Background: an optimization exercise with open tools, aiming at small area, a short achievable clock period and few clock cycles. Do not read the settings as production practice.
Function was checked by simulation only, so behaviour that the tests miss may differ from the original.
Power and IR drop assume default switching activity.

**flow/design.v**
```verilog
`timescale 1ns / 1ps
module top_module(clk,rst,mem_addr,mem_wdata,mem_rdata,mem_rd,mem_wr,mem_ready);
  input clk,rst;
  output [15:0] mem_addr,mem_wdata;
  input  [15:0] mem_rdata;
  output mem_rd,mem_wr;
  input  mem_ready;
  reg sF, sW, sE, sB, sD1, sD2, sSW, sJR;
  reg xp;                        
  reg [15:0] PC;
  reg [15:0] IR, MDR;
  reg fS, fZ, fV, fC;
  reg [15:0] R0,R1,R2,R3,R4,R5,R6,R7;
  reg [7:0] vld;                 
  function [9:0] dec;            
    input [6:0] op;
    reg alu;
    begin
      alu = op[6] & ~op[2] & (~op[5] | (op[4:3] == 2'b00));
      dec[9] = (op[6:2] == 5'b00111);
      dec[8] = (op[6:2] == 5'b00101);
      dec[7] = ((op[6:2] == 5'b01001) | (op[6:2] == 5'b01011) | (op[6:2] == 5'b01101)) & (op[1:0] != 2'b11);
      dec[6] = (op[6:3] == 4'b1101);
      dec[5] = alu;
      dec[4] = (op[6:1] == 6'b011101);
      dec[3] = (op == 7'b0111001);
      dec[2] = (op == 7'b0111000);
      dec[1] = (op[6:4] == 3'b000);
      dec[0] = (op[6:1] == 6'b011101 & op[0]) | (alu & (op[1:0] == 2'b11)) | (op[6:4] == 3'b000 & op[3]);
    end
  endfunction
  wire [6:0] op = IR[15:9];
  wire [2:0] rb = IR[8:6], rx = IR[5:3], rd = IR[2:0];
  wire [9:0] di = dec(op);
  wire i_jr = di[9], i_jal = di[8], i_jcc = di[7], i_neg = di[6], i_alu = di[5],
       i_ld = di[4], i_mov = di[3], i_ldi = di[2], i_st = di[1], i_ind = di[0];
  wire [1:0] mode = op[1:0];
  wire [2:0] fn = op[5:3];
  wire i_mem = i_ld | (i_alu & mode[1]) | i_st;
  wire [9:0] dn = dec(mem_rdata[15:9]);
  wire n_jr = dn[9];
  wire n_two = dn[8] | dn[7] | dn[4] | dn[2] | dn[1] | (dn[5] & (mem_rdata[10:9] != 2'b01));
  wire n_x1 = dn[3] | dn[6] | (dn[5] & (mem_rdata[10:9] == 2'b01));
  reg cond;
  always @(*) begin
    case ({op[4:3], op[1:0]})
      4'b0000: cond = 1'b1;
      4'b0001: cond = fZ;
      4'b0010: cond = ~fZ;
      4'b0100: cond = fC;
      4'b0101: cond = ~fC;
      4'b0110: cond = fV;
      4'b1000: cond = ~fV;
      4'b1001: cond = fS;
      4'b1010: cond = ~fS;
      default: cond = 1'b0;
    endcase
  end
  reg [7:0] psel, qsel;           
  wire [7:0] pdec = psel;
  wire [7:0] qdec = qsel;
  wire [15:0] P = ({16{pdec[0]}} & R0) | ({16{pdec[1]}} & R1) | ({16{pdec[2]}} & R2) | ({16{pdec[3]}} & R3) |
                  ({16{pdec[4]}} & R4) | ({16{pdec[5]}} & R5) | ({16{pdec[6]}} & R6) | ({16{pdec[7]}} & R7);
  wire [15:0] Q = ({16{qdec[0]}} & R0) | ({16{qdec[1]}} & R1) | ({16{qdec[2]}} & R2) | ({16{qdec[3]}} & R3) |
                  ({16{qdec[4]}} & R4) | ({16{qdec[5]}} & R5) | ({16{qdec[6]}} & R6) | ({16{qdec[7]}} & R7);
  wire xb  = sB & i_jal;                           
  wire a_en = i_alu;                               
  wire b_mdr = ~(i_mov | i_neg | i_jal | (i_alu & mode == 2'b01));
  wire sub = i_neg | (i_alu & (fn == 3'b001 | fn == 3'b100));
  wire f_and = i_alu & (fn == 3'b010);
  wire f_or  = i_alu & (fn == 3'b011);
  wire [15:0] A = (a_en ? Q : 16'd0) | (xb ? PC : 16'd0);
  wire [15:0] B = b_mdr ? MDR : P;
  wire [15:0] Bx = B ^ {16{sub}};
  wire [16:0] sum = {1'b0, A} + {1'b0, Bx} + {16'd0, sub};
  wire ovf = (A[15] == Bx[15]) & (sum[15] != A[15]);
  wire [15:0] res = f_and ? (A & B) : f_or ? (A | B) : sum[15:0];
  wire arith = ~(f_and | f_or);
  wire [15:0] hs = A ^ Bx;
  wire [15:0] kc = {A[14:0] | Bx[14:0], sub};
  wire zsum = ~|(hs ^ kc);
  wire zr = f_and ? ~|(A & B) : f_or ? ~|(A | B) : zsum;
  wire x_wr = (xp & (i_ldi | i_mov | i_ld | i_neg | (i_alu & fn != 3'b100))) | xb;
  wire x_fl = xp & i_alu;
  wire skip = sW & i_jcc & ~cond;                
  wire xr  = sE | sJR;                            
  wire [15:0] X = xr ? P : PC;
  wire [15:0] Y = sE ? Q : 16'd0;
  wire [15:0] Z = (sE | sB) ? MDR : 16'd0;
  wire cin = sF | sW;
  wire [15:0] cs = X ^ Y ^ Z;
  wire [15:0] cc = (X & Y) | (X & Z) | (Y & Z);
  wire [15:0] adr = cs + {cc[14:0], cin};
  assign mem_rd = sF | (sW & ~skip) | sD1 | sD2;
  assign mem_wr = sSW;
  assign mem_addr = (sF | sW) ? PC : MDR;
  assign mem_wdata = P;
  wire done = mem_ready;
  wire [7:0] vldn = vld | ({7'd0, x_wr} << rd);
  always @(posedge clk or negedge rst) begin
    if (!rst) begin
      sF <= 1'b1; sW <= 1'b0; sE <= 1'b0; sB <= 1'b0; sD1 <= 1'b0; sD2 <= 1'b0; sSW <= 1'b0; sJR <= 1'b0;
      xp <= 1'b0;
      PC <= 16'd0;
      fS <= 1'b0; fZ <= 1'b0; fV <= 1'b0; fC <= 1'b0;
      vld <= 8'd0;
      psel <= 8'd0; qsel <= 8'd0;
    end else begin
      xp <= 1'b0;
      if (x_fl) begin
        fS <= res[15]; fZ <= zr;
        fC <= arith & sum[16]; fV <= arith & ovf;
      end
      vld <= vldn;
      if (sF & done) begin
        psel <= (8'b1 << ((dn[6] | n_jr) ? mem_rdata[2:0] : mem_rdata[8:6])) & vldn;
        qsel <= (8'b1 << (n_two ? mem_rdata[5:3] : mem_rdata[2:0])) & vldn;
        PC <= adr;
        sF <= ~(n_two | n_jr);
        xp <= n_x1;
        sW <= n_two;
        sJR <= n_jr;
      end
      if (sW & (done | skip)) begin
        PC <= adr;
        sW <= 1'b0;
        if (i_mem) sE <= 1'b1;
        else if (i_jal | (i_jcc & cond)) sB <= 1'b1;
        else begin
          sF <= 1'b1;
          xp <= ~i_jcc;
        end
        if (~i_mem) begin
          psel <= i_jal ? 8'd0 : (8'b1 << rd) & vldn;
          qsel <= (8'b1 << rd) & vldn;
        end
      end
      if (sE) begin
        sE <= 1'b0;
        if (i_ind) sD1 <= 1'b1;
        else if (i_st) sSW <= 1'b1;
        else sD2 <= 1'b1;
        psel <= (8'b1 << rd) & vldn;
        qsel <= (8'b1 << rd) & vldn;
      end
      if (sB) begin
        PC <= adr; sB <= 1'b0; sF <= 1'b1;
      end
      if (sD1 & done) begin
        sD1 <= 1'b0;
        if (i_st) sSW <= 1'b1; else sD2 <= 1'b1;
      end
      if (sD2 & done) begin
        sD2 <= 1'b0; sF <= 1'b1; xp <= 1'b1;
      end
      if (sSW & done) begin
        sSW <= 1'b0; sF <= 1'b1;
      end
      if (sJR) begin
        sJR <= 1'b0; sF <= 1'b1; PC <= adr;
      end
    end
  end
  always @(posedge clk) begin
    if (sF & done) IR <= mem_rdata;
    if (sE) MDR <= adr;
    else if ((sW | sD1 | sD2) & done) MDR <= mem_rdata;
  end
  wire [15:0] wdat = res;
  always @(posedge clk) begin
    if (x_wr) begin
      case (rd)
        3'd0: R0 <= wdat; 3'd1: R1 <= wdat; 3'd2: R2 <= wdat; 3'd3: R3 <= wdat;
        3'd4: R4 <= wdat; 3'd5: R5 <= wdat; 3'd6: R6 <= wdat; default: R7 <= wdat;
      endcase
    end
  end
endmodule
```
**flow/flow/run.sh**
```bash
#!/bin/bash
# Layout flow: the standard flow, with timing repair aimed below the period
# (repair_timing's setup margin); the constraints are the standard flow's, unchanged.
bash standard.sh SETUP_SLACK_MARGIN=7.5 finish > standard.log 2>&1
```
**flow/standard.sh**
```bash
#!/bin/bash
# synth_recipe.tcl (not shown) runs the flow's synth.tcl, then flattens the netlist and writes it again
# the make line also repeats each setting of config.mk as NAME=value (left out here)
make -C /OpenROAD-flow-scripts/flow DESIGN_CONFIG=/design/flow/config.mk WORK_HOME=/design/flow/orfs CLKGATE_MAP_FILE= SYNTH_SCRIPT=/design/flow/synth_recipe.tcl "${@:-finish}"
```
**flow/config.mk**
```make
export PLATFORM = sky130hd
export DESIGN_NAME = top_module
export DESIGN_NICKNAME = top_module
export VERILOG_FILES = /design/flow/design.v
export SDC_FILE = /design/flow/constraint.sdc
export NUM_CORES = 4
export LEC_CHECK = 0
export CAP_MARGIN = 20
export CORE_MARGIN = 2
export CORE_UTILIZATION = 40
export SLEW_MARGIN = 20
export SYNTH_MEMORY_MAX_BITS = 16384
```
**flow/constraint.sdc**
```tcl
create_clock -name core_clock -period 12.0 [get_ports {clk}]
set_input_delay 2.4000 -clock core_clock [delete_from_list [all_inputs] [get_ports {clk}]]
set_output_delay 2.4000 -clock core_clock [all_outputs]
set_load 0.01 [all_outputs]
```
==> impl_metrics.csv, run 1 <==
group,metric,value,unit
run_status,status,"complete, no violations",
synthesis,synth_mux_area_share,6.68,%
setup_path,criticalPathCategory,"reg2out",
synthesis,ys_seq_area_share,46.1,%
global_routing,grt_pass1_vias,10529,
layout,antenna_cells,0,
run,maxCapViolCount,0,
global_routing,overflow,0,
synthesis,synthesis.nets,1278,
layout,nNetsFinal,1407,
global_routing,met1_usage,37.3,%
setup_path,r2r-start,"psel[3]",
global_routing,met3_usage,4.62,%
setup_path,end_kind,"output pin",
power_and_ir_drop,p_sw,1.40,mW
clock_tree,clk_latency,0.56,ns
layout,drive_gt1_share,26.0,%
clock_tree,clock_path_buffers,3,
setup_path,critPathMaxStageDelay,0.46,ns
global_routing,grt_max_degree,54,
route,wirelength,45900,um
route,first_pass_iters,8,
placed_design,gp_congestion,0.937,
setup_path,critPathArrivalTime,2.32,ns
power_and_ir_drop,seq_power_share,29.8,%
synthesis,synth_compound_area_share,19.1,%
sta,worst_pin_slew,1.18,ns
floorplan,io_pins,53,
route,drc,0,
route,viasPerCell,6.36,
setup_path,worstPathCellList,"buf_12 > inv_2 > o21ai_0 > nor4b_2 > and3_4 > o21ai_2 > buf_2",
layout,syn2layout_area_growth,24.6,%
synthesis,yosys.area.top_type_share,35.8,%
synthesis,yosys.area_share.simple,14.1,%
power_and_ir_drop,p_leak,6.18,nW
setup_path,slowest_stage,"nor4b_2",
synthesis,synth_xor_area_share,3.73,%
synthesis,synth_cells,1204,
sta,slew_headroom,21.6,%
global_routing,grt.total_usage,26.4,%
setup_path,critPathRequiredTime,9.60,ns
synthesis,yosys_warnings,1,
floorplan,rows,65,
clock_tree,cts_buffers,25,
power_and_ir_drop,intPower,2.11,mW
synthesis,synth_fa_ha_area_share,6.39,%
synthesis,synthArstFlopShare,25.6,%
placed_design,place_ws,6.57,ns
global_routing,grt_util_met2,39.4,%
sta,fin_setup_tns,0,ns
power_and_ir_drop,pwr-share-clk,22.6,%
synthesis,synth_edf_count,154,
global_routing,busiest_layer,"met2",
synthesis,ys_dominant_reg_cell,"edfxtp_1",
clock_tree,htree_num_levels,1,
route,wire_per_inst,26.2,um
sta,finalCritPeriodShare,39.3,%
power_and_ir_drop,p_comb_share,47.6,%
sta,hold_violations,0,
layout,fillCellCount,2785,
synthesis,synth.ff_latch_count,207,
power_and_ir_drop,p_sw_share,39.9,%
floorplan,die_w,184,um
floorplan,die_h,184,um
route,drtIter0Drc,1364,
sta,setup_viol,0,
floorplan,dieArea,33800,um^2
clock_tree,numClockSinks,207,
synthesis,yosysTopAreaCell,"edfxtp_1",
placed_design,place.detailed.hpwl,30700,um
clock_tree,cts_hold_buf,0,
sta,rsz0062_at_grt,"true",
power_and_ir_drop,vdd_drop_max,117,uV
worst_hold_path,hp-start,"vld[7]",
layout,final_design_area_no_fill,16100,um^2
floorplan,core-area,31700,um^2
synthesis,yosys.cell_types.count,85,
clock_tree,clockRootBuffer,"clkbuf_16",
global_routing,grt_pass1_wl,66400,um
setup_path,cp_max_fo,9,
synthesis,synth.area.top_cells,"edfxtp_1 (36%), dfrtp_1 (10%), a22oi_1 (8.3%)",
floorplan,initial_core_util,40.7,%
setup_path,startpoint,"IR[12]",
synthesis,synth_top_family_by_area,"compound AO/OA/AOI/OAI gates",
synthesis,synth_area,12900,um^2
route,drtAntennaViolNets,0,
sta,fmax,212,MHz
placed_design,portBuffers,52,
placed_design,placed_area,13800,um^2
sta,skew,0.0248,ns
clock_tree,cts.clk_slew.worst_paths,0.06,ns
global_routing,antenna_found_initial,0,
setup_path,start_kind,"flip-flop",
power_and_ir_drop,power_density,218,nW/um^2
sta,min_period,4.72,ns
route,routed-via-count,11151,
sta,slew_viol_final,0,
clock_tree,cts_tree,"yes",
synthesis,avgSynthCellArea,10.7,um^2
sta,worst_slack,7.28,ns
worst_hold_path,hp-class,"reg2reg",
## worst max-delay path: cells and delay by family, from the launching register on
family          cells  cell delay (ns)
flops               1             0.42
simple gates        2             0.74
compound gates      2             0.20
buf+inv             3             0.43
## stage by stage
stage	hold WS, ns	power, mW	util (%)	instances
after global routing	0.507	3.64	50.8	1754
after global placement	0.474	2.47	43.6	1606
after CTS	0.486	3.38	49.0	1721
after detailed placement	0.471	2.47	43.6	1606
after floorplan	0.449	1.91	-	1204
final	0.489	3.50	50.8	1754
## metal layers
| layer | vias to the layer above | share of wire [%] | wire [um] |
|---|---|---|---|
| met2 | 641 | 44 | 20000 |
| met3 | 122 | 9.8 | 4500 |
| li1 | 4871 | - | - |
| met5 | - | 0 | 0 |
| met4 | 0 | 5.6 | 2570 |
| met1 | 5517 | 41 | 18900 |
## area by class of cell
| class | instances | area [um^2] | share of cell area [%] |
|---|---|---|---|
| clock buffer | 38 | 778 | 4.83 |
| tap | 402 | 503 | 3.12 |
| timing repair buffer | 178 | 1630 | 10.1 |
| inverter | 51 | 195 | 1.21 |
| clock inverter | 8 | 96.3 | 0.598 |
| multi-input combinational | 870 | 6930 | 43.0 |
| sequential | 207 | 5970 | 37.1 |
## power by group through the flow
stage | logic (mW) | registers (mW) | clock network (mW)
floorplan | 0.904 | 1.00 | 0
global placement | 1.41 | 1.06 | 0
detailed placement | 1.41 | 1.06 | 0
CTS | 1.54 | 1.04 | 0.793
global route | 1.77 | 1.05 | 0.822
finish | 1.67 | 1.04 | 0.791
## path summary, 6_finish.rpt
check                      endpoint  slack [ns]  cells past startpoint
max                          mem_rd        7.28                      7
min                          vld[7]        0.49                      1
max reg2reg                 MDR[14]        7.49                     19
min reg2reg                  vld[7]        0.49                      1
max in group asynchronous   psel[3]        9.37                      2
min in group asynchronous        fS        1.98                      2
## cells in the final DEF (no fill, tap or decap), drive strengths merged, types with 24 or more instances in the layout
master	n
o21ai	63
and2	24
edfxtp	154
a21oi	56
nand2	70
clkbuf	41
nand4	45
dlygate4sd2	25
ha	38
xnor2	43
buf	126
dfrtp	52
a22oi	143
nor2	60
mux2	56
inv	53
## kinds of logic after synthesis
| group | Yosys count |
|---|---|
| DFF | 207 |
| muxes | 78 |
| and+or+nand+nor | 330 |
| buffers and inverters | 127 |
| adders and majority gates | 56 |
| AOI/OAI and AO/OA | 351 |
| xor gates and xnor gates | 55 |
## cell usage after synthesis, drive strengths merged (6+ instances only)
library cell	instances
xor2	12
and2	24
and3	8
o31ai	6
o21ai	63
xnor2	43
a21o	9
nand3	11
or2	17
a21oi	56
edfxtp	154
nand4	45
a22oi	143
nand2b	13
inv	51
nor2	60
o211ai	6
nor2b	22
dfrtp	52
a211oi	10
buf	10
nand4b	6
nand2	70
a32oi	16
ha	38
clkbuf	66
fa	17
mux2	56
mux2i	22
nor3	17
nor4	13
## what timing repair did
| action | CTS | global route |
|---|---|---|
| pin swaps | 29 | 26 |
| setup buffers | 68 | 33 |
| endpoints found under the setup margin | 145 | 115 |
| gates cloned | 1 | 0 |
| resized for setup | 111 | 66 |
## registers in the layout, indices dropped and copies added (netlist names), 8 cells and up
name / cells
R2: 16
R3: 16
vld: 8
MDR: 16
R4: 16
R1: 16
R0: 16
R7: 16
R5: 16
PC: 16
R6: 16
IR: 10
qsel: 8
psel: 8
Testbench counts, summed over its fixed seeds: cycles 7,855.
==> inputs of run 2 (changes only) <==
==> flow/run.sh (new file) <==
#!/bin/bash
# synth_recipe.tcl (not shown) runs the flow's synth.tcl, then flattens the netlist and writes it again
# the make line also repeats each setting of config.mk as NAME=value (left out here)
make -C /OpenROAD-flow-scripts/flow DESIGN_CONFIG=/design/flow/config.mk WORK_HOME=/design/flow/orfs CLKGATE_MAP_FILE= SYNTH_SCRIPT=/design/flow/synth_recipe.tcl finish
removed: flow/flow/run.sh
removed: flow/standard.sh
==> impl_metrics.csv, run 2 <==
group,metric,value,unit
global_routing,grt_max_degree,54,
setup_path,critPathMaxStageDelay,0.82,ns
clock_tree,numClockSinks,207,
power_and_ir_drop,p_sw,1.29,mW
synthesis,yosys_warnings,1,
setup_path,crit_cells,15,
power_and_ir_drop,p_comb_share,45.1,%
synthesis,yosys.area.top_type_share,35.8,%
setup_path,startpoint,"IR[12]",
route,wirelength,43300,um
placed_design,portBuffers,52,
placed_design,place.detailed.hpwl,31500,um
worst_hold_path,hp-class,"reg2reg",
setup_path,criticalPathCategory,"reg2reg",
run,maxCapViolCount,0,
sta,hold_violations,0,
global_routing,overflow,0,
route,routed-via-count,10502,
setup_path,r2r-start,"IR[12]",
clock_tree,clockRootBuffer,"clkbuf_16",
synthesis,synthesis.nets,1278,
route,wire_per_inst,26.3,um
clock_tree,clk_latency,0.55,ns
floorplan,dieArea,33800,um^2
placed_design,gp_congestion,0.954,
layout,drive_gt1_share,12.8,%
synthesis,yosys.cell_types.count,85,
synthesis,synth_area,12900,um^2
setup_path,critPathArrivalTime,5.77,ns
route,drc,0,
setup_path,cp_max_fo,32,
layout,layout_commonest_cell,"edfxtp_1",
sta,worst_pin_slew,1.17,ns
clock_tree,cts_buffers,23,
floorplan,io_pins,53,
sta,setup_viol,0,
clock_tree,post-cts-setup-buffers,0,
power_and_ir_drop,p_leak,5.36,nW
clock_tree,htree_num_levels,1,
sta,holdWs,0.438,ns
layout,mostFrequentLayoutCells,"edfxtp_1 (154), a22oi_1 (143), nand2_1 (69)",
synthesis,synthTopCellsByCount,"edfxtp_1 (154), a22oi_1 (143), nand2_1 (69)",
global_routing,grt.total_usage,25.5,%
power_and_ir_drop,power_density,219,nW/um^2
setup_path,worstPathCellList,"buf_4 > nand4b_2 > o32a_1 > nand2_4 > mux2i_1 > xnor2_1 > ha_1 > nor4b_1 > o31ai_1 > a211oi_1 > a211oi_2 > nor2b_1 > o21ai_0 > xnor2_1 > o21ai_0",
sta,skew,0.0291,ns
sta,slew_headroom,21.3,%
clock_tree,cts_hold_buf,0,
run_status,status,"complete, no violations",
synthesis,synth.ff_latch_count,207,
setup_path,end_kind,"flip-flop",
setup_path,path_buf_inv,1,
setup_path,r2r_cells,15,
synthesis,synthArstFlopShare,25.6,%
synthesis,synth.area.top_cells,"edfxtp_1 (36%), dfrtp_1 (10%), a22oi_1 (8.3%)",
floorplan,core-area,31700,um^2
synthesis,synth_cells,1204,
route,drtAntennaViolNets,0,
clock_tree,cts_tree,"yes",
power_and_ir_drop,seq_power_share,33.0,%
setup_path,critPathRequiredTime,12.20,ns
route,viasPerCell,6.37,
layout,nNetsFinal,1304,
power_and_ir_drop,intPower,1.90,mW
synthesis,ys_dominant_reg_cell,"edfxtp_1",
power_and_ir_drop,p_sw_share,40.5,%
route,drtIter0Drc,1510,
setup_path,slowest_stage,"o21ai_0",
worst_hold_path,whs_path_depth,1,
global_routing,grt_pass1_wl,64100,um
sta,fmax,179,MHz
synthesis,avgSynthCellArea,10.7,um^2
sta,fin_setup_tns,0,ns
worst_hold_path,hp-start,"sE",
layout,antenna_cells,0,
power_and_ir_drop,vdd_drop_max,130,uV
floorplan,die_w,184,um
floorplan,rows,65,
synthesis,ys_seq_area_share,46.1,%
sta,finalCritPeriodShare,46.4,%
route,first_pass_iters,6,
power_and_ir_drop,pwr-share-clk,21.9,%
synthesis,synth_edf_count,154,
clock_tree,clock_path_buffers,3,
sta,min_period,5.57,ns
global_routing,grt_pass1_vias,9803,
sta,slew_viol_final,0,
layout,syn2layout_area_growth,12.8,%
floorplan,die_h,184,um
floorplan,initial_core_util,40.7,%
setup_path,start_kind,"flip-flop",
global_routing,antenna_found_initial,0,
synthesis,yosysTopAreaCell,"edfxtp_1",
clock_tree,cts.clk_slew.worst_paths,0.06,ns
setup_path,crit_family,"compound AO/OA/AOI/OAI gates",
sta,rsz0062_at_grt,"false",
clock_tree,cts.repair.resized,0,
synthesis,synth.most_common_cell,"edfxtp_1",
[run 2: changes by cell type in the layout (fill, tap and decap cells not counted), moves of 7 or more]
cell,change
dfrtp_2,-8
clkdlybuf4s50_1,+33
buf_4,-77
dfrtp_1,+11
a22oi_2,-9
a21oi_1,+8
buf_12,-11
a22oi_1,+9
mux2i_1,+7
ha_1,+7
dlygate4sd2_1,-25
buf_6,-11
[run 2: final cells by class]
cell class                      count  area (um^2)
Sequential cell                   207         5950
Inverter                           51          191
Clock inverter                     15          149
Timing Repair Buffer               77          711
Clock buffer                       27          591
Tap cell                          402          503
Fill cell                        2912        17100
Multi-Input combinational cell    870         6480
[run 2: metal layers]
layer,share of wire (%),GRT usage (%)
met5,0,0
met4,3.4,7.97
met3,10,4.08
met2,42,36.9
met1,44,38.8
[run 2: path summary, 6_finish.rpt]
check / to / slack, ns
min in group asynchronous: fZ / 2.01
max in group asynchronous: psel[7] / 9.49
setup / recovery: R0[11] / 6.43
hold / removal: sE / 0.44
hold reg to reg: sE / 0.44
setup reg to reg: R0[11] / 6.43
[run 2: cell families (layout without fill, tap and decap cells)]
group           count (synthesis)  after routing  share of synthesized area (%)
fa+ha+maj                      56             56                           6.39
mux                            78             78                           6.68
xor+xnor                       55             55                           3.73
simple gates                  330            330                           14.1
compound gates                351            351                           19.1
buf+inv                       127            170                           3.87
flops                         207            207                           46.1
[run 2: per-stage QoR]
| stage | instance area (um^2) | utilization (%) | cells | setup slack (ns) | total power [mW] |
|---|---|---|---|---|---|
| after floorplan | 12900 | - | 1204 | 7.15 | 1.91 |
| after global placement | 13800 | 43.6 | 1606 | 6.65 | 2.47 |
| after detailed placement | 13800 | 43.6 | 1606 | 6.61 | 2.47 |
| after CTS | 14600 | 45.9 | 1648 | 6.51 | 3.17 |
| after global routing | 14600 | 46.0 | 1649 | 6.13 | 3.34 |
| final | 14600 | 46.0 | 1649 | 6.43 | 3.19 |
[run 2: power groups by stage]
stage / sequential, mW / combinational (mW) / clock, mW
finish: 1.05 / 1.44 / 0.700
global route: 1.06 / 1.54 / 0.736
CTS: 1.05 / 1.42 / 0.708
detailed placement: 1.06 / 1.41 / 0
global placement: 1.06 / 1.40 / 0
floorplan: 1.00 / 0.901 / 0
==> inputs of run 3 (changes only) <==
==> flow/flow/run.sh (new file) <==
#!/bin/bash
# Layout flow: the standard flow, with timing repair aimed below the period
# (repair_timing's setup margin) and plain buffers on the ports; the constraints
# are the standard flow's, unchanged.
bash standard.sh SETUP_SLACK_MARGIN=7.5 "BUFFER_PORTS_ARGS=-buffer_cell sky130_fd_sc_hd__buf_2" finish > standard.log 2>&1
==> flow/standard.sh (new file) <==
#!/bin/bash
# synth_recipe.tcl (not shown) runs the flow's synth.tcl, then flattens the netlist and writes it again
# the make line also repeats each setting of config.mk as NAME=value (left out here)
make -C /OpenROAD-flow-scripts/flow DESIGN_CONFIG=/design/flow/config.mk WORK_HOME=/design/flow/orfs CLKGATE_MAP_FILE= SYNTH_SCRIPT=/design/flow/synth_recipe.tcl "${@:-finish}"
--- a/flow/config.mk
+++ b/flow/config.mk
@@ -9,3 +9,4 @@
 export CORE_MARGIN = 2
-export CORE_UTILIZATION = 40
+export CORE_UTILIZATION = 55
+export CTS_BUF_LIST = sky130_fd_sc_hd__clkbuf_4 sky130_fd_sc_hd__clkbuf_8
 export SLEW_MARGIN = 20
removed: flow/run.sh
==> impl_metrics.csv, run 3 <==
group,metric,value,unit
run_status,status,"complete, no violations",
setup_path,cp_max_fo,8,
layout,seq_area,5970,um^2
sta,slew_headroom,20.2,%
global_routing,antenna_found_initial,0,
floorplan,die_w,157,um
setup_path,critPathRequiredTime,12.30,ns
route,wirelength,44000,um
global_routing,grt.total_usage,34.3,%
sta,hold_violations,0,
floorplan,core-area,23300,um^2
setup_path,critPathMaxStageDelay,0.44,ns
layout,nNetsFinal,1413,
global_routing,met3_usage,6.69,%
floorplan,rows,56,
sta,worst_pin_slew,1.20,ns
global_routing,grt_pass1_wl,62500,um
synthesis,ys_dominant_reg_cell,"edfxtp_1",
setup_path,worstPathCellList,"buf_8 > a22oi_2 > nand4_1 > mux2_4 > fa_1 > ha_2 > fa_2 > a21o_1 > a21oi_2 > o21bai_1 > a21oi_2 > o21bai_1 > a21oi_2 > o21ai_2 > a2111o_1 > a31oi_2 > xnor2_1 > mux2_2",
route,drtIter0Drc,1286,
sta,skew,0.0250,ns
clock_tree,htree_num_levels,2,
placed_design,placed_area,13500,um^2
setup_path,crit_family,"compound AO/OA/AOI/OAI gates",
worst_hold_path,hp-class,"reg2reg",
sta,fmax,220,MHz
global_routing,grt_pass1_vias,10210,
placed_design,portBuffers,52,
power_and_ir_drop,p_leak,6.06,nW
placed_design,place.detailed.hpwl,29000,um
synthesis,synthArstFlopShare,25.6,%
floorplan,dieArea,24700,um^2
setup_path,start_kind,"flip-flop",
sta,setup_viol,0,
clock_tree,numClockSinks,207,
setup_path,path_buf_inv,1,
route,routed-via-count,11135,
layout,final_design_area_no_fill,15600,um^2
clock_tree,clock_path_buffers,3,
clock_tree,clk_latency,0.54,ns
layout,syn2layout_area_growth,20.5,%
setup_path,criticalPathCategory,"reg2reg",
synthesis,yosys.area.top_type_share,35.8,%
synthesis,synthesis.nets,1278,
synthesis,ys_seq_area_share,46.1,%
synthesis,yosys_warnings,1,
placed_design,gp_congestion,0.900,
sta,rsz0062_at_grt,"true",
sta,min_period,4.55,ns
synthesis,synth.area.top_cells,"edfxtp_1 (36%), dfrtp_1 (10%), a22oi_1 (8.3%)",
layout,fillCellCount,1852,
global_routing,grt_util_met2,52.2,%
setup_path,critPathMostFrequentCell,"a21oi_2",
synthesis,yosysTopAreaCell,"edfxtp_1",
clock_tree,clockRootBuffer,"clkbuf_8",
global_routing,met1_usage,47.9,%
route,wire_per_inst,26.1,um
synthesis,synth_cells,1204,
layout,layout_commonest_cell,"edfxtp_1",
route,viasPerCell,6.60,
setup_path,end_kind,"flip-flop",
floorplan,die_h,157,um
synthesis,synth_edf_count,154,
sta,fin_setup_tns,0,ns
setup_path,slowest_stage,"dfrtp_2",
route,first_pass_iters,7,
power_and_ir_drop,power_density,212,nW/um^2
route,drc,0,
clock_tree,cts_hold_buf,0,
sta,slew_viol_final,0,
power_and_ir_drop,vdd_drop_max,156,uV
layout,mostFrequentLayoutCells,"edfxtp_1 (154), a22oi_1 (134), buf_4 (99)",
route,drtAntennaViolNets,0,
floorplan,initial_core_util,55.6,%
layout,antenna_cells,0,
global_routing,grt_max_degree,54,
layout,finish.utilization,66.9,%
setup_path,critPathArrivalTime,4.85,ns
run,maxCapViolCount,0,
global_routing,overflow,0,
synthesis,synth.ff_latch_count,207,
clock_tree,cts_buffers,37,
clock_tree,cts.clk_slew.worst_paths,0.06,ns
global_routing,busiest_layer,"met2",
synthesis,synth_area,12900,um^2
floorplan,io_pins,53,
synthesis,yosys.cell_types.count,85,
clock_tree,cts_tree,"yes",
synthesis,avgSynthCellArea,10.7,um^2
layout,drive_gt1_share,29.5,%
synthesis,synth.most_common_cell,"edfxtp_1",
synthesis,synthTopCellsByCount,"edfxtp_1 (154), a22oi_1 (143), nand2_1 (69)",
sta,finalCritPeriodShare,37.9,%
layout,multi_input_area,6900,um^2
-- run 3: area by class of cell --
type                            count  share of cell area, %
Sequential cell                   207                   38.3
Multi-Input combinational cell    873                   44.3
Clock buffer                       54                   4.29
Tap cell                          319                   2.56
Inverter                           51                   1.23
Timing Repair Buffer              169                   8.58
Clock inverter                     14                  0.675
-- run 3: power breakdown --
group	switching [mW]	leakage [nW]	internal [mW]
Clock	0.302	0.406	0.383
Combinational	0.950	3.58	0.635
Sequential	0.0788	2.07	0.956
-- run 3: metrics by stage --
stage	setup slack, ns	hold slack, ns	power [mW]	instances
after floorplan	7.51	0.449	1.91	1204
after global placement	6.92	0.467	2.36	1525
after detailed placement	6.86	0.471	2.37	1525
after CTS	7.44	0.485	3.16	1639
after global routing	7.32	0.508	3.45	1687
final	7.45	0.488	3.30	1687
-- run 3: path summary, 6_finish.rpt --
path	startpoint	end	slack, ns	cells after the start
worst max-delay path	psel[3]	MDR[14]	7.45	18
worst min-delay path	vld[7]	vld[7]	0.49	1
worst max register to register	psel[3]	MDR[14]	7.45	18
worst min register to register	vld[7]	vld[7]	0.49	1
max in group asynchronous	rst	qsel[5]	9.36	2
min in group asynchronous	rst	PC[1]	2.00	2
-- run 3: per-layer routing --
layer	vias up	wire length [um]	part of all wire, %
li1	4913	-	-
met1	5429	18000	41
met2	679	19700	45
met3	112	4380	10
met4	2	1920	4.4
met5	-	51	0.12
-- run 3: kinds of logic (layout without fill, tap and decap cells) --
family,Yosys count,after routing,synth area share (%)
fa+ha+maj,56,56,6.39
simple gates,330,331,14.1
xor+xnor,55,55,3.73
mux,78,78,6.68
compound gates,351,353,19.1
buf+inv,127,288,3.87
flops,207,207,46.1
-- run 3: repair_timing --
item	4_1_cts	5_1_grt
setup endpoints to repair	138	110
cloned	1	3
setup buffers	45	45
pin swaps	18	38
gates resized for setup	48	70
==> inputs of run 4 (changes only) <==
==> flow/flow/run.sh (replaced) <==
#!/bin/bash
# Layout flow: the standard flow, with timing repair aimed below the period
# (repair_timing's setup margin) and plain buffers on the ports; the constraints
# are the standard flow's, unchanged.
bash standard.sh SETUP_SLACK_MARGIN=6.5 "BUFFER_PORTS_ARGS=-buffer_cell sky130_fd_sc_hd__buf_2" finish > standard.log 2>&1
==> impl_metrics.csv, run 4 <==
group,metric,value,unit
layout,mostFrequentLayoutCells,"edfxtp_1 (154), a22oi_1 (143), nand2_1 (69)",
synthesis,ys_dominant_reg_cell,"edfxtp_1",
sta,rsz0062_at_grt,"false",
route,drtAntennaViolNets,0,
layout,drive_gt1_share,19.2,%
sta,setup_viol,0,
route,routed-via-count,10647,
setup_path,critPathRequiredTime,12.28,ns
synthesis,yosys.area.top_type_share,35.8,%
setup_path,path_buf_inv,0,
clock_tree,post-cts-setup-buffers,0,
layout,layout_commonest_cell,"edfxtp_1",
power_and_ir_drop,p_leak,5.42,nW
synthesis,yosys.cell_types.count,85,
run_status,status,"complete, no violations",
power_and_ir_drop,p_sw_share,40.4,%
power_and_ir_drop,power_density,217,nW/um^2
power_and_ir_drop,p_sw,1.25,mW
power_and_ir_drop,vdd_drop_max,131,uV
power_and_ir_drop,seq_power_share,34.2,%
route,wirelength,42000,um
placed_design,gp_congestion,0.939,
synthesis,synth_cells,1204,
synthesis,synthTopCellsByCount,"edfxtp_1 (154), a22oi_1 (143), nand2_1 (69)",
layout,nNetsFinal,1314,
floorplan,die_h,157,um
power_and_ir_drop,pwr-share-clk,22.5,%
floorplan,initial_core_util,55.6,%
setup_path,critPathArrivalTime,5.50,ns
sta,hold_violations,0,
floorplan,rows,56,
sta,slew_viol_final,0,
power_and_ir_drop,intPower,1.84,mW
synthesis,synth.most_common_cell,"edfxtp_1",
floorplan,die_w,157,um
setup_path,r2r-end,"MDR[14]",
setup_path,reg2reg_slack,6.78,ns
sta,slew_headroom,20.3,%
clock_tree,cts_buffers,37,
power_and_ir_drop,p_comb_share,43.4,%
sta,min_period,5.22,ns
worst_hold_path,hp-class,"reg2reg",
setup_path,criticalPathCategory,"reg2reg",
global_routing,grt_pass1_wl,62300,um
synthesis,ys_seq_area_share,46.1,%
synthesis,synth.area.top_cells,"edfxtp_1 (36%), dfrtp_1 (10%), a22oi_1 (8.3%)",
layout,finish.utilization,61.2,%
global_routing,grt_max_degree,54,
global_routing,overflow,0,
setup_path,worstPathCellList,"a22oi_1 > nand4_1 > mux2_2 > fa_1 > ha_1 > fa_1 > a21o_1 > a21oi_1 > o21bai_1 > a21oi_1 > o21bai_1 > a21oi_2 > o21ai_0 > a2111o_1 > a31oi_1 > xnor2_1 > mux2_2",
placed_design,place.detailed.hpwl,29500,um
floorplan,core-area,23300,um^2
synthesis,synth_edf_count,154,
global_routing,grt.total_usage,34.0,%
sta,worst_pin_slew,1.18,ns
sta,finalCritPeriodShare,43.5,%
clock_tree,htree_num_levels,2,
route,drc,0,
synthesis,synthArstFlopShare,25.6,%
sta,skew,0.0207,ns
placed_design,portBuffers,52,
sta,fmax,192,MHz
global_routing,antenna_found_initial,0,
route,viasPerCell,6.71,
layout,syn2layout_area_growth,10.2,%
setup_path,cp_max_fo,17,
synthesis,yosysTopAreaCell,"edfxtp_1",
setup_path,critPathMaxStageDelay,0.70,ns
route,first_pass_iters,5,
clock_tree,clock_path_buffers,3,
setup_path,start_kind,"flip-flop",
synthesis,synth_area,12900,um^2
setup_path,r2r-start,"psel[1]",
setup_path,crit_family,"compound AO/OA/AOI/OAI gates",
layout,antenna_cells,0,
setup_path,crit_cells,17,
setup_path,end_kind,"flip-flop",
layout,fillCellCount,1982,
synthesis,synthesis.nets,1278,
clock_tree,clk_latency,0.53,ns
clock_tree,cts.clk_slew.worst_paths,0.06,ns
run,maxCapViolCount,0,
clock_tree,clockRootBuffer,"clkbuf_8",
floorplan,dieArea,24700,um^2
synthesis,yosys_warnings,1,
clock_tree,numClockSinks,207,
setup_path,slowest_stage,"dfrtp_1",
floorplan,io_pins,53,
sta,fin_setup_tns,0,ns
route,drtIter0Drc,1288,
synthesis,avgSynthCellArea,10.7,um^2
clock_tree,cts_hold_buf,0,
global_routing,grt_pass1_vias,10215,
route,wire_per_inst,26.5,um
setup_path,r2r_cells,17,
synthesis,synth.ff_latch_count,207,
setup_path,startpoint,"psel[1]",
setup_path,setup.worst_path.end,"MDR[14]",
clock_tree,cts_tree,"yes",
==> run 4: cell counts after synthesis <==
No cell type changed its count.
==> run 4: power groups by stage <==
stage,Sequential [mW],Clock [mW],Combinational [mW]
6_report,1.05,0.693,1.34
5_1_grt,1.06,0.732,1.43
4_1_cts,1.05,0.701,1.31
3_5_place_dp,1.06,0,1.31
3_3_place_gp,1.06,0,1.30
2_1_floorplan,1.00,0,0.901
==> run 4: cell type report <==
class	count	area [um^2]	area share (%)
well taps	319	399	2.80
inverters	51	191	1.34
flip-flops and latches	207	5960	41.8
repair buffers	73	418	2.93
multi-input cells	870	6500	45.6
clock inverters	11	111	0.782
clock buffers	56	664	4.66
==> run 4: routing by layer <==
metal  wire length, um  GRT usage [%]
met1             17900           49.5
met2             18700           51.6
met5                 0              0
met3              3940           5.78
met4              1420           11.7
==> run 4: timing repair <==
action	CTS	global route
setup endpoints to repair	0	27
resized for setup	0	10
endpoints found under the hold margin	0	0
==> run 4: logic make-up (layout without fill, tap and decap cells) <==
| logic type | after synthesis | count (layout) | share of synthesized area [%] |
|---|---|---|---|
| adders and majority gates | 56 | 56 | 6.39 |
| xor gates and xnor gates | 55 | 55 | 3.73 |
| buffers and inverters | 127 | 191 | 3.87 |
| DFF | 207 | 207 | 46.1 |
| muxes | 78 | 78 | 6.68 |
| AOI/OAI and AO/OA | 351 | 351 | 19.1 |
| and+or+nand+nor | 330 | 330 | 14.1 |
==> run 4: worst register-to-register path: stages (launching register included) <==
cell and delay (ns):
dfrtp_1 0.70, a22oi_1 0.33, nand4_1 0.25, mux2_2 0.35, fa_1 0.44, ha_1 0.24
fa_1 0.46, a21o_1 0.17, a21oi_1 0.23, o21bai_1 0.09, a21oi_1 0.24, o21bai_1 0.12
a21oi_2 0.21, o21ai_0 0.19, a2111o_1 0.40, a31oi_1 0.20, xnor2_1 0.10, mux2_2 0.27
==> run 4: worst min-delay path by stage <==
| stage | from | endpoint | cells after the start |
|---|---|---|---|
| after floorplan | vld[7] | vld[7] | 1 |
| after global placement | sSW | sSW | 1 |
| after detailed placement | vld[7] | vld[7] | 1 |
| after CTS | vld[7] | vld[7] | 1 |
| after global routing | vld[7] | vld[7] | 1 |
| final | fV | fV | 2 |
==> run 4: per-stage QoR <==
step                      hold WS, ns  worst slack (ns)  area [um^2]  total power, mW  instances
after floorplan                 0.449              7.15        12900             1.91       1204
after detailed placement        0.485              6.79        13400             2.37       1520
after global placement          0.483              6.91        13400             2.36       1520
final                           0.506              6.78        14200             3.09       1587
after CTS                       0.497              6.81        14200             3.07       1587
after global routing            0.524              6.59        14200             3.23       1587
==> inputs of run 5 (changes only) <==
--- a/flow/design.v
+++ b/flow/design.v
@@ -7,3 +7,3 @@
   input  mem_ready;
-  reg sF, sW, sE, sB, sD1, sD2, sSW, sJR;
+  reg sF, sW, sJ, sE, sB, sD1, sD2, sSW, sJR;     
   reg xp;                        
@@ -84,3 +84,2 @@
   wire x_fl = xp & i_alu;
-  wire skip = sW & i_jcc & ~cond;                
   wire xr  = sE | sJR;                            
@@ -89,3 +88,3 @@
   wire [15:0] Z = (sE | sB) ? MDR : 16'd0;
-  wire cin = sF | sW;
+  wire cin = sF | sW | sJ;
   wire [15:0] cs = X ^ Y ^ Z;
@@ -93,5 +92,5 @@
   wire [15:0] adr = cs + {cc[14:0], cin};
-  assign mem_rd = sF | (sW & ~skip) | sD1 | sD2;
+  assign mem_rd = sF | sW | (sJ & cond) | sD1 | sD2;    
   assign mem_wr = sSW;
-  assign mem_addr = (sF | sW) ? PC : MDR;
+  assign mem_addr = (sF | sW | sJ) ? PC : MDR;
   assign mem_wdata = P;
@@ -101,3 +100,3 @@
     if (!rst) begin
-      sF <= 1'b1; sW <= 1'b0; sE <= 1'b0; sB <= 1'b0; sD1 <= 1'b0; sD2 <= 1'b0; sSW <= 1'b0; sJR <= 1'b0;
+      sF <= 1'b1; sW <= 1'b0; sJ <= 1'b0; sE <= 1'b0; sB <= 1'b0; sD1 <= 1'b0; sD2 <= 1'b0; sSW <= 1'b0; sJR <= 1'b0;
       xp <= 1'b0;
@@ -120,6 +119,13 @@
         xp <= n_x1;
-        sW <= n_two;
+        sW <= n_two & ~dn[7];
+        sJ <= dn[7];
         sJR <= n_jr;
       end
-      if (sW & (done | skip)) begin
+      if (sJ & (done | ~cond)) begin
+        PC <= adr;
+        sJ <= 1'b0;
+        sB <= cond;
+        sF <= ~cond;
+      end
+      if (sW & done) begin
         PC <= adr;
@@ -127,6 +133,6 @@
         if (i_mem) sE <= 1'b1;
-        else if (i_jal | (i_jcc & cond)) sB <= 1'b1;
+        else if (i_jal) sB <= 1'b1;
         else begin
           sF <= 1'b1;
-          xp <= ~i_jcc;
+          xp <= 1'b1;
         end
@@ -166,3 +172,3 @@
     if (sE) MDR <= adr;
-    else if ((sW | sD1 | sD2) & done) MDR <= mem_rdata;
+    else if ((sW | sJ | sD1 | sD2) & done) MDR <= mem_rdata;
   end
==> flow/flow/run.sh (replaced) <==
#!/bin/bash
# Layout flow: the standard flow, with timing repair aimed below the period
# (repair_timing's setup margin) and plain buffers on the ports; the constraints
# are the standard flow's, unchanged.
bash standard.sh SETUP_SLACK_MARGIN=7.5 "BUFFER_PORTS_ARGS=-buffer_cell sky130_fd_sc_hd__buf_2" finish > standard.log 2>&1
--- a/flow/config.mk
+++ b/flow/config.mk
@@ -10,3 +10,5 @@
 export CORE_UTILIZATION = 55
-export CTS_BUF_LIST = sky130_fd_sc_hd__clkbuf_4 sky130_fd_sc_hd__clkbuf_8
+export CTS_BUF_LIST = sky130_fd_sc_hd__clkbuf_8
+export CTS_CLUSTER_DIAMETER = 60
+export CTS_CLUSTER_SIZE = 14
 export SLEW_MARGIN = 20
==> impl_metrics.csv, run 5 <==
group,metric,value,unit
run_status,status,"complete, no violations",
worst_hold_path,hp-class,"reg2reg",
synthesis,synthArstFlopShare,26.0,%
sta,rsz0062_at_grt,"true",
layout,antenna_cells,0,
synthesis,synth.ff_latch_count,208,
setup_path,path_buf_inv,4,
clock_tree,cts_buffers,22,
setup_path,slowest_stage,"edfxtp_1",
layout,mostFrequentLayoutCells,"edfxtp_1 (154), a22oi_1 (137), nand2_1 (77)",
synthesis,avgSynthCellArea,10.7,um^2
layout,syn2layout_area_growth,15.5,%
synthesis,yosysTopAreaCell,"edfxtp_1",
setup_path,critPathMaxStageDelay,0.43,ns
route,drtIter0Drc,1357,
worst_hold_path,min_to,"vld[7]",
clock_tree,htree_num_levels,1,
global_routing,grt_pass1_vias,10056,
setup_path,criticalPathCategory,"reg2out",
route,viasPerCell,6.80,
synthesis,synth_area,13000,um^2
worst_hold_path,hp-start,"vld[7]",
setup_path,start_kind,"flip-flop",
route,routed-via-count,11187,
floorplan,rows,56,
placed_design,portBuffers,52,
synthesis,synth_edf_count,154,
floorplan,initial_core_util,55.7,%
setup_path,end_kind,"output pin",
synthesis,ys_dominant_reg_cell,"edfxtp_1",
synthesis,synth_compound_area_share,19.3,%
layout,nNetsFinal,1387,
sta,min_period,4.59,ns
synthesis,synth.area.top_cells,"edfxtp_1 (35%), dfrtp_1 (10%), a22oi_1 (8.1%)",
global_routing,antenna_found_initial,0,
placed_design,dp.cells,1537,
setup_path,worstPathCellList,"buf_6 > clkinv_4 > nor3_2 > a211oi_2 > a31oi_1 > o22a_1 > inv_2 > nand2_2 > nand2_1 > buf_2",
sta,fmax,218,MHz
layout,seq_area,6000,um^2
power_and_ir_drop,p_leak,5.87,nW
power_and_ir_drop,pwr-share-clk,18.6,%
synthesis,yosys_warnings,1,
run,maxCapViolCount,0,
sta,finalCritPeriodShare,38.2,%
layout,layout_commonest_cell,"edfxtp_1",
clock_tree,clock_path_buffers,3,
setup_path,crit_family,"compound AO/OA/AOI/OAI gates",
layout,drive_gt1_share,24.8,%
route,drc,0,
synthesis,synthesis.nets,1296,
power_and_ir_drop,seq_power_share,37.2,%
sta,holdWs,0.494,ns
placed_design,place_ws,6.33,ns
power_and_ir_drop,intPower,1.55,mW
setup_path,r2r-start,"IR[12]",
placed_design,gp_congestion,0.968,
synthesis,ys_seq_area_share,45.8,%
clock_tree,clk_latency,0.57,ns
layout,multi_input_area,6930,um^2
floorplan,die_w,158,um
placed_design,place.detailed.hpwl,30900,um
sta,slew_headroom,24.1,%
clock_tree,numClockSinks,208,
setup_path,r2r_cells,16,
synthesis,synth_mux_area_share,6.62,%
power_and_ir_drop,p_sw,1.05,mW
route,wirelength,45300,um
sta,worst_pin_slew,1.13,ns
power_and_ir_drop,vdd_drop_max,121,uV
floorplan,core-area,23400,um^2
power_and_ir_drop,p_comb_share,44.3,%
layout,final_cells,1646,
floorplan,io_pins,53,
floorplan,die_h,158,um
worst_hold_path,whs_path_depth,1,
route,first_pass_iters,6,
global_routing,grt.total_usage,35.6,%
sta,hold_violations,0,
setup_path,reg2reg_slack,7.61,ns
clock_tree,cts_tree,"yes",
synthesis,yosys.cell_types.count,81,
synthesis,synth_fa_ha_area_share,6.79,%
synthesis,synth_cells,1222,
global_routing,overflow,0,
global_routing,grt_pass1_wl,64400,um
sta,skew,0.0256,ns
clock_tree,cts.clk_slew.worst_paths,0.09,ns
synthesis,yosys.area_share.simple,13.8,%
setup_path,critPathRequiredTime,9.60,ns
sta,worst_slack,7.41,ns
clock_tree,cts_hold_buf,0,
synthesis,synth_top_family_by_area,"compound AO/OA/AOI/OAI gates",
sta,slew_viol_final,0,
route,drtAntennaViolNets,0,
sta,setup_viol,0,
setup_path,r2r-end,"R3[12]",
clock_tree,clockRootBuffer,"clkbuf_8",
setup_path,cp_max_fo,4,
sta,fin_setup_tns,0,ns
route,wire_per_inst,27.5,um
synthesis,synth_xor_area_share,3.49,%
setup_path,critPathArrivalTime,2.19,ns
synthesis,yosys.area.top_type_share,35.5,%
synthesis,synth.most_common_cell,"edfxtp_1",
power_and_ir_drop,p_sw_share,40.4,%
synthesis,synthTopCellsByCount,"edfxtp_1 (154), a22oi_1 (140), nand2_1 (78)",
layout,fillCellCount,1934,
floorplan,dieArea,25000,um^2
power_and_ir_drop,power_density,173,nW/um^2
global_routing,grt_max_degree,55,
[run 5: cell count changes after synthesis, sizes merged, moves of 10 or more]
| cell | delta |
|---|---|
| o21ai | -24 |
| a21oi | -20 |
| o22ai | +17 |
| nand3 | +13 |
| inv | +12 |
| nor2b | -11 |
| and2 | +10 |
[run 5: routing by layer]
| metal | global-route usage, % | part of all wire (%) | routed length (um) | vias up |
|---|---|---|---|---|
| li1 | - | - | - | 4873 |
| met1 | 54.7 | 42 | 19000 | 5477 |
| met2 | 50.8 | 42 | 19300 | 735 |
| met3 | 6.71 | 12 | 5310 | 102 |
| met4 | 11.4 | 3.8 | 1740 | 0 |
| met5 | 0 | 0 | 0 | - |
[run 5: cells by family (layout without fill, tap and decap cells)]
| kind of cell | Yosys count | count (layout) |
|---|---|---|
| AO/OA/AOI/OAI | 342 | 342 |
| AND/OR/NAND/NOR | 336 | 336 |
| flip-flops | 208 | 208 |
| buffers and inverters | 142 | 247 |
| multiplexers | 80 | 80 |
| adder cells (fa/ha/maj) | 62 | 62 |
| XOR/XNOR | 52 | 52 |
[run 5: stage by stage]
step / total power, mW / util, % / cell area [um^2]
floorplan: 1.59 / - / 13000
global placement: 1.95 / 58.0 / 13600
detailed placement: 1.95 / 58.0 / 13600
CTS: 2.51 / 62.3 / 14600
global route: 2.71 / 64.4 / 15100
finish: 2.61 / 64.4 / 15100
[run 5: repair_timing]
action,in CTS,in global routing
setup buffers,48,21
gates cloned,0,2
setup endpoints to repair,140,101
pin swaps,20,25
resized for setup,50,70
[run 5: power by group through the flow]
stage               registers [mW]  clock network [mW]  logic (mW)
floorplan                    0.933                   0       0.655
global placement             0.985                   0       0.963
detailed placement           0.986                   0       0.964
CTS                          0.963               0.489        1.05
global route                 0.974               0.511        1.22
finish                       0.969               0.484        1.15
[run 5: how the worst max path moves through the flow]
stage / slack [ns] / end / startpoint / cells after the start
final: 7.41 / mem_rd / IR[12] / 10
after global routing: 7.31 / mem_rd / IR[12] / 10
after CTS: 7.34 / mem_rd / IR[12] / 10
after detailed placement: 6.33 / R4[15] / IR[12] / 13
after global placement: 6.45 / R1[15] / IR[12] / 14
after floorplan: 7.57 / MDR[15] / psel[2] / 18
[run 5: layout make-up]
type	instances	area share (%)
inverters	64	1.63
well taps	319	2.65
clock inverters	15	0.864
clock buffers	23	2.10
multi-input cells	872	46.0
repair buffers	145	6.90
flip-flops and latches	208	39.8
Testbench counts of run 5, summed over its fixed seeds: cycles 7,855.
==> inputs of run 6 (changes only) <==
--- a/flow/design.v
+++ b/flow/design.v
@@ -7,3 +7,4 @@
   input  mem_ready;
-  reg sF, sW, sJ, sE, sB, sD1, sD2, sSW, sJR;     
+  reg sF, sW, sJ, sD1, sD2, sSW, sJR, sJ2;    
+  reg pinc;                      
   reg xp;                        
@@ -65,5 +66,4 @@
                   ({16{qdec[4]}} & R4) | ({16{qdec[5]}} & R5) | ({16{qdec[6]}} & R6) | ({16{qdec[7]}} & R7);
-  wire xb  = sB & i_jal;                           
   wire a_en = i_alu;                               
-  wire b_mdr = ~(i_mov | i_neg | i_jal | (i_alu & mode == 2'b01));
+  wire b_mdr = ~(i_mov | i_neg | (i_alu & mode == 2'b01));
   wire sub = i_neg | (i_alu & (fn == 3'b001 | fn == 3'b100));
@@ -71,3 +71,3 @@
   wire f_or  = i_alu & (fn == 3'b011);
-  wire [15:0] A = (a_en ? Q : 16'd0) | (xb ? PC : 16'd0);
+  wire [15:0] A = a_en ? Q : 16'd0;
   wire [15:0] B = b_mdr ? MDR : P;
@@ -82,15 +82,17 @@
   wire zr = f_and ? ~|(A & B) : f_or ? ~|(A | B) : zsum;
-  wire x_wr = (xp & (i_ldi | i_mov | i_ld | i_neg | (i_alu & fn != 3'b100))) | xb;
+  wire x_wr = xp & (i_ldi | i_mov | i_ld | i_neg | i_jal | (i_alu & fn != 3'b100));
   wire x_fl = xp & i_alu;
-  wire xr  = sE | sJR;                            
-  wire [15:0] X = xr ? P : PC;
-  wire [15:0] Y = sE ? Q : 16'd0;
-  wire [15:0] Z = (sE | sB) ? MDR : 16'd0;
-  wire cin = sF | sW | sJ;
-  wire [15:0] cs = X ^ Y ^ Z;
-  wire [15:0] cc = (X & Y) | (X & Z) | (Y & Z);
+  wire ea  = sW & i_mem;
+  wire xp_ = ea | sJR;                            
+  wire rm  = ea | sJ2 | (sJ & cond);
+  wire cin = ~xp_;
+  wire [15:0] X = xp_ ? P : PC;
+  wire [15:0] Y = ea ? Q : 16'd0;
+  wire [15:0] M = mem_rdata & {16{rm}};
+  wire [15:0] cs = X ^ Y ^ M;
+  wire [15:0] cc = (X & Y) | (X & M) | (Y & M);
   wire [15:0] adr = cs + {cc[14:0], cin};
-  assign mem_rd = sF | sW | (sJ & cond) | sD1 | sD2;    
+  assign mem_rd = sF | sW | (sJ & cond) | sD1 | sD2 | sJ2;    
   assign mem_wr = sSW;
-  assign mem_addr = (sF | sW | sJ) ? PC : MDR;
+  assign mem_addr = (sF | sW | sJ | sJ2) ? PC : MDR;
   assign mem_wdata = P;
@@ -100,4 +102,4 @@
     if (!rst) begin
-      sF <= 1'b1; sW <= 1'b0; sJ <= 1'b0; sE <= 1'b0; sB <= 1'b0; sD1 <= 1'b0; sD2 <= 1'b0; sSW <= 1'b0; sJR <= 1'b0;
-      xp <= 1'b0;
+      sF <= 1'b1; sW <= 1'b0; sJ <= 1'b0; sD1 <= 1'b0; sD2 <= 1'b0; sSW <= 1'b0; sJR <= 1'b0; sJ2 <= 1'b0;
+      xp <= 1'b0; pinc <= 1'b0;
       PC <= 16'd0;
@@ -108,2 +110,3 @@
       xp <= 1'b0;
+      pinc <= 1'b0;
       if (x_fl) begin
@@ -113,2 +116,3 @@
       vld <= vldn;
+      if (pinc) PC <= adr;                        
       if (sF & done) begin
@@ -124,13 +128,17 @@
       if (sJ & (done | ~cond)) begin
-        PC <= adr;
-        sJ <= 1'b0;
-        sB <= cond;
-        sF <= ~cond;
+        PC <= adr; sJ <= 1'b0; sF <= 1'b1;
       end
       if (sW & done) begin
-        PC <= adr;
+        psel <= (8'b1 << rd) & vldn;
+        qsel <= (8'b1 << rd) & vldn;
         sW <= 1'b0;
-        if (i_mem) sE <= 1'b1;
-        else if (i_jal) sB <= 1'b1;
-        else begin
+        if (i_mem) begin
+          pinc <= 1'b1;
+          if (i_ind) sD1 <= 1'b1;
+          else if (i_st) sSW <= 1'b1;
+          else sD2 <= 1'b1;
+        end else if (i_jal) begin
+          sJ2 <= 1'b1;                            
+        end else begin
+          PC <= adr;
           sF <= 1'b1;
@@ -138,17 +146,5 @@
         end
-        if (~i_mem) begin
-          psel <= i_jal ? 8'd0 : (8'b1 << rd) & vldn;
-          qsel <= (8'b1 << rd) & vldn;
-        end
       end
-      if (sE) begin
-        sE <= 1'b0;
-        if (i_ind) sD1 <= 1'b1;
-        else if (i_st) sSW <= 1'b1;
-        else sD2 <= 1'b1;
-        psel <= (8'b1 << rd) & vldn;
-        qsel <= (8'b1 << rd) & vldn;
-      end
-      if (sB) begin
-        PC <= adr; sB <= 1'b0; sF <= 1'b1;
+      if (sJ2 & done) begin
+        PC <= adr; sJ2 <= 1'b0; sF <= 1'b1; xp <= 1'b1;
       end
@@ -171,4 +167,4 @@
     if (sF & done) IR <= mem_rdata;
-    if (sE) MDR <= adr;
-    else if ((sW | sJ | sD1 | sD2) & done) MDR <= mem_rdata;
+    if (sW & done & (i_mem | i_jal)) MDR <= adr;
+    else if ((sW | sD1 | sD2) & done) MDR <= mem_rdata;
   end
==> impl_metrics.csv, run 6 <==
group,metric,value,unit
sta,hold_violations,0,
route,wl_met2,18700,um
synthesis,ys_dominant_reg_cell,"edfxtp_1",
floorplan,core-area,22400,um^2
worst_hold_path,whs_path_depth,2,
setup_path,end_kind,"flip-flop",
clock_tree,cts.clk_slew.worst_paths,0.10,ns
sta,holdWs,0.460,ns
sta,finalCritPeriodShare,39.9,%
route,viasPerCell,6.44,
setup_path,criticalPathCategory,"in2reg",
placed_design,place_ws,6.30,ns
floorplan,die_h,155,um
floorplan,rows,55,
layout,final_design_area_no_fill,15100,um^2
synthesis,synth.ff_latch_count,208,
synthesis,yosys.cell_types.count,66,
setup_path,critPathArrivalTime,5.13,ns
placed_design,portBuffers,52,
synthesis,synthTopCellsByCount,"edfxtp_1 (154), a22oi_1 (127), nand2_1 (110)",
layout,antenna_cells,0,
run_status,status,"complete, no violations",
global_routing,grt_pass1_vias,10106,
clock_tree,htree_num_levels,1,
route,drt-met1-wl,17700,um
floorplan,dieArea,23900,um^2
route,first_pass_iters,5,
clock_tree,cts_tree,"yes",
synthesis,synthesis.nets,1260,
floorplan,io_pins,53,
setup_path,critPathRequiredTime,12.33,ns
setup_path,path_buf_inv,5,
route,routed-via-count,10399,
setup_path,critPathMostFrequentCell,"o21ai_2",
setup_path,worstPathCellList,"buf_12 > nand2_4 > fa_1 > inv_1 > ha_2 > inv_2 > fa_2 > nor2b_2 > o21ai_2 > a21boi_2 > o21ai_2 > a21oi_2 > a31oi_4 > o21ai_2 > buf_4 > buf_6 > xor2_2 > mux2_2",
sta,slew_viol_final,0,
layout,syn2layout_area_growth,20.8,%
layout,final_cells,1616,
route,wirelength,42300,um
setup_path,crit_family,"adder cells",
sta,setup_viol,0,
synthesis,synth_cells,1179,
synthesis,synthArstFlopShare,26.0,%
sta,slew_headroom,27.4,%
sta,worst_pin_slew,1.09,ns
route,wire_per_inst,26.2,um
run,maxCapViolCount,0,
clock_tree,numClockSinks,208,
setup_path,cp_max_fo,2,
placed_design,gp_congestion,0.922,
synthesis,synth.most_common_cell,"edfxtp_1",
setup_path,crit_cells,18,
sta,rsz0062_at_grt,"true",
layout,fillCellCount,1797,
clock_tree,cts_buffers,22,
route,highest_layer,"met4",
floorplan,initial_core_util,55.6,%
setup_path,start_kind,"primary input",
synthesis,yosys_warnings,1,
layout,finish.utilization,67.1,%
synthesis,synth.area.top_cells,"edfxtp_1 (37%), dfrtp_1 (11%), a22oi_1 (7.6%)",
sta,fmax,209,MHz
sta,worst_slack,7.21,ns
placed_design,dp.cells,1487,
route,drc,0,
placed_design,place.detailed.hpwl,28400,um
layout,nNetsFinal,1398,
power_and_ir_drop,power_density,174,nW/um^2
synthesis,synth_edf_count,154,
global_routing,antenna_found_initial,1,
global_routing,grt_max_degree,55,
clock_tree,clk_latency,0.57,ns
setup_path,slowest_stage,"fa_1",
power_and_ir_drop,p_leak,6.21,nW
synthesis,ys_seq_area_share,48.0,%
placed_design,placed_area,13200,um^2
route,met3RoutedLength,4000,um
layout,mostFrequentLayoutCells,"edfxtp_1 (154), a22oi_1 (127), buf_4 (112)",
synthesis,yosysTopAreaCell,"edfxtp_1",
setup_path,critPathMaxStageDelay,0.44,ns
sta,fin_setup_tns,0,ns
global_routing,grt.total_usage,34.8,%
clock_tree,clockRootBuffer,"clkbuf_8",
worst_hold_path,hp-class,"reg2reg",
power_and_ir_drop,power,2.62,mW
layout,drive_gt1_share,27.6,%
power_and_ir_drop,vdd_drop_max,128,uV
sta,min_period,4.79,ns
layout,layout_commonest_cell,"edfxtp_1",
global_routing,grt_pass1_wl,61900,um
route,drtAntennaViolNets,0,
floorplan,die_w,155,um
route,drtIter0Drc,955,
global_routing,overflow,0,
synthesis,avgSynthCellArea,10.6,um^2
sta,skew,0.0216,ns
synthesis,yosys.area.top_type_share,37.1,%
clock_tree,clock_path_buffers,3,
setup_path,r2r_cells,23,
synthesis,synth_area,12500,um^2
[run 6: cell count changes after synthesis, sizes merged, moves of 10 or more]
| cell | previous run | this run |
|---|---|---|
| and2 | 34 | 3 |
| a21oi | 36 | 56 |
| inv | 63 | 88 |
| nand2 | 78 | 111 |
| or2 | 16 | 4 |
| clkbuf | 65 | 55 |
| mux2i | 30 | 41 |
| a22oi | 141 | 127 |
| a32oi | 15 | 0 |
| o22ai | 20 | 2 |
| xor2 | 12 | 22 |
[run 6: worst register-to-register path: cells and delay by family (launching register included)]
kind                       cells  cell delay [ns]
and+or+nand+nor                5             0.70
muxes                          2             0.51
buffers and inverters          6             0.88
AOI/OAI and AO/OA              7             0.97
DFF                            1             0.51
adders and majority gates      2             0.83
xor gates and xnor gates       1             0.06
[run 6: cells by family (layout without fill, tap and decap cells)]
group	Yosys count	after routing	synth area share [%]
AOI/OAI and AO/OA	307	307	16.7
xor gates and xnor gates	58	58	4.08
adders and majority gates	62	62	7.25
buffers and inverters	150	302	4.61
DFF	208	208	48.0
muxes	85	85	7.27
and+or+nand+nor	309	309	12.1
[run 6: what timing repair did]
action	4_1_cts	5_1_grt
pin swaps	44	40
buffers inserted	51	37
setup endpoints to repair	175	135
hold buffers	0	0
gates resized for setup	77	84
cloned	2	0
[run 6: worst paths after layout]
check | start | endpoint | slack, ns
hold / removal | vld[5] | vld[5] | 0.46
hold reg to reg | vld[5] | vld[5] | 0.46
setup / recovery | mem_rdata[0] | MDR[12] | 7.21
setup reg to reg | IR[13] | MDR[12] | 7.28
max in group asynchronous | rst | psel[0] | 9.37
min in group asynchronous | rst | fZ | 1.98
[run 6: area by class of cell]
class,count,area (um^2),share of cell area (%)
clock buffers,22,303,2.01
clock inverters,16,135,0.898
repair buffers,176,1360,9.03
inverters,88,330,2.19
multi-input cells,821,6580,43.7
well taps,285,357,2.37
flip-flops and latches,208,5990,39.8
[run 6: power by group]
group          total (mW)  internal [mW]  switching, mW  leakage (nW)
sequential          0.941          0.881         0.0596          2.08
combinational        1.20          0.514          0.684          3.89
clock               0.480          0.203          0.278         0.240
[run 6: layer usage]
| metal | vias to the layer above | global-route usage, % |
|---|---|---|
| met1 | 5124 | 49.6 |
| li1 | 4643 | - |
| met3 | 94 | 7.28 |
| met2 | 538 | 52.1 |
| met5 | - | 0 |
| met4 | 0 | 14.8 |
Testbench counts of run 6, summed over its fixed seeds: cycles 7,362.
==> inputs of run 7 (changes only) <==
--- a/flow/config.mk
+++ b/flow/config.mk
@@ -7,2 +7,3 @@
 export LEC_CHECK = 0
+export ABC_AREA = 1
 export CAP_MARGIN = 20
==> impl_metrics.csv, run 7 <==
group,metric,value,unit
run_status,status,"complete, no violations",
setup_path,criticalPathCategory,"reg2out",
power_and_ir_drop,p_leak,6.83,nW
layout,nNetsFinal,1761,
layout,mostFrequentLayoutCells,"nand2_1 (455), inv_1 (180), edfxtp_1 (154)",
sta,worst_slack,7.38,ns
global_routing,grt_pass1_wl,66200,um
synthesis,synth.ff_latch_count,208,
setup_path,reg2reg_slack,7.61,ns
route,wire_per_inst,22.5,um
layout,drive_gt1_share,18.2,%
layout,syn2layout_area_growth,16.1,%
sta,setup_viol,0,
sta,finalCritPeriodShare,38.5,%
global_routing,grt.total_usage,36.2,%
route,drtAntennaViolNets,0,
clock_tree,clk_latency,0.61,ns
clock_tree,cts.clk_slew.worst_paths,0.09,ns
setup_path,path_buf_inv,2,
synthesis,yosys_warnings,1,
setup_path,cp_max_fo,3,
synthesis,synthesis.nets,1661,
synthesis,synth_cells,1580,
setup_path,slowest_stage,"edfxtp_1",
floorplan,core-area,23500,um^2
sta,fin_setup_tns,0,ns
power_and_ir_drop,power_density,259,nW/um^2
global_routing,overflow,0,
route,drc,0,
synthesis,synth_edf_count,154,
route,drtIter0Drc,1501,
global_routing,antenna_found_initial,0,
sta,rsz0062_at_grt,"true",
setup_path,end_kind,"output pin",
clock_tree,cts_tree,"yes",
clock_tree,cts_buffers,23,
floorplan,io_pins,53,
floorplan,rows,56,
route,first_pass_iters,7,
route,wirelength,45400,um
sta,min_period,4.62,ns
clock_tree,htree_num_levels,1,
clock_tree,cts_hold_buf,0,
synthesis,synth.most_common_cell,"nand2_1",
sta,skew,0.0414,ns
placed_design,portBuffers,52,
placed_design,gp_congestion,0.966,
setup_path,critPathArrivalTime,2.22,ns
synthesis,synth_area,13100,um^2
placed_design,place_ws,6.95,ns
clock_tree,clock_path_buffers,3,
setup_path,critPathMaxStageDelay,0.49,ns
floorplan,dieArea,25100,um^2
global_routing,grt_pass1_vias,10937,
setup_path,crit_family,"compound AO/OA/AOI/OAI gates",
floorplan,die_h,159,um
synthesis,yosys.cell_types.count,56,
worst_hold_path,hp-class,"reg2reg",
synthesis,synth.area.top_cells,"edfxtp_1 (35%), nand2_1 (13%), dfrtp_1 (10%)",
global_routing,grt_max_degree,55,
route,routed-via-count,11973,
floorplan,initial_core_util,56.0,%
synthesis,ys_dominant_reg_cell,"edfxtp_1",
setup_path,critPathRequiredTime,9.60,ns
synthesis,avgSynthCellArea,8.32,um^2
layout,layout_commonest_cell,"nand2_1",
synthesis,synthTopCellsByCount,"nand2_1 (472), inv_1 (184), edfxtp_1 (154)",
run,maxCapViolCount,0,
layout,fillCellCount,2008,
sta,slew_viol_final,0,
sta,worst_pin_slew,1.09,ns
## run 7: cell type report
class                   count  area, um^2  area share [%]
repair buffers            126         970            6.35
flip-flops and latches    208        6000            39.3
clock inverters            19         176            1.16
well taps                 319         399            2.62
multi-input cells        1126        6650            43.6
clock buffers              23         317            2.07
inverters                 195         747            4.89
## run 7: where the power goes
| part | internal (mW) | total (mW) | switching, mW | leakage (nW) |
|---|---|---|---|---|
| combinational | 0.799 | 2.25 | 1.46 | 4.49 |
| sequential | 1.03 | 1.17 | 0.145 | 2.06 |
| clock | 0.235 | 0.528 | 0.293 | 0.275 |
| total | 2.06 | 3.96 | 1.89 | 6.83 |
## run 7: layer usage
metal	share of wire (%)	up-vias	track usage (%)
met1	42	5688	54.2
met3	11	110	4.90
met4	3.6	0	11.6
met2	43	697	54.6
met5	0	-	0
li1	-	5478	-
## run 7: what timing repair did
action / in CTS / in global routing
setup buffers: 29 / 21
resized for setup: 54 / 77
cloned: 0 / 2
endpoints found under the setup margin: 109 / 80
pin swaps: 11 / 28
## run 7: worst paths after layout
check / to / cells after the start / start
worst max-delay path: mem_rd / 8 / IR[13]
worst min-delay path: vld[4] / 1 / vld[4]
worst max register to register: MDR[13] / 23 / IR[13]
worst min register to register: vld[4] / 1 / vld[4]
max in group asynchronous: psel[6] / 2 / rst
min in group asynchronous: qsel[7] / 2 / rst
## run 7: cells by family after synthesis
group / synth area share (%)
muxes: 0.828
adders and majority gates: 6.87
xor gates and xnor gates: 3.67
DFF: 45.5
AOI/OAI and AO/OA: 12.0
buffers and inverters: 7.34
and+or+nand+nor: 23.8
## run 7: stage by stage
step | instances | power (mW) | hold slack [ns] | utilization (%) | area [um^2]
floorplan | 1580 | 2.42 | 0.449 | - | 13200
global placement | 1922 | 3.09 | 0.461 | 59.0 | 13900
CTS | 1993 | 3.76 | 0.492 | 63.2 | 14800
finish | 2016 | 3.96 | 0.491 | 65.0 | 15300
detailed placement | 1922 | 3.11 | 0.468 | 59.0 | 13900
global route | 2016 | 4.18 | 0.505 | 65.0 | 15300

Check on run 7: ideal ports give 7.378 ns setup slack; a clkbuf_16 on the clock port and buf_2 on the inputs give 7.332 ns; moving port delays by the midpoint clock arrival (0.632 ns) as well gives 7.042 ns.
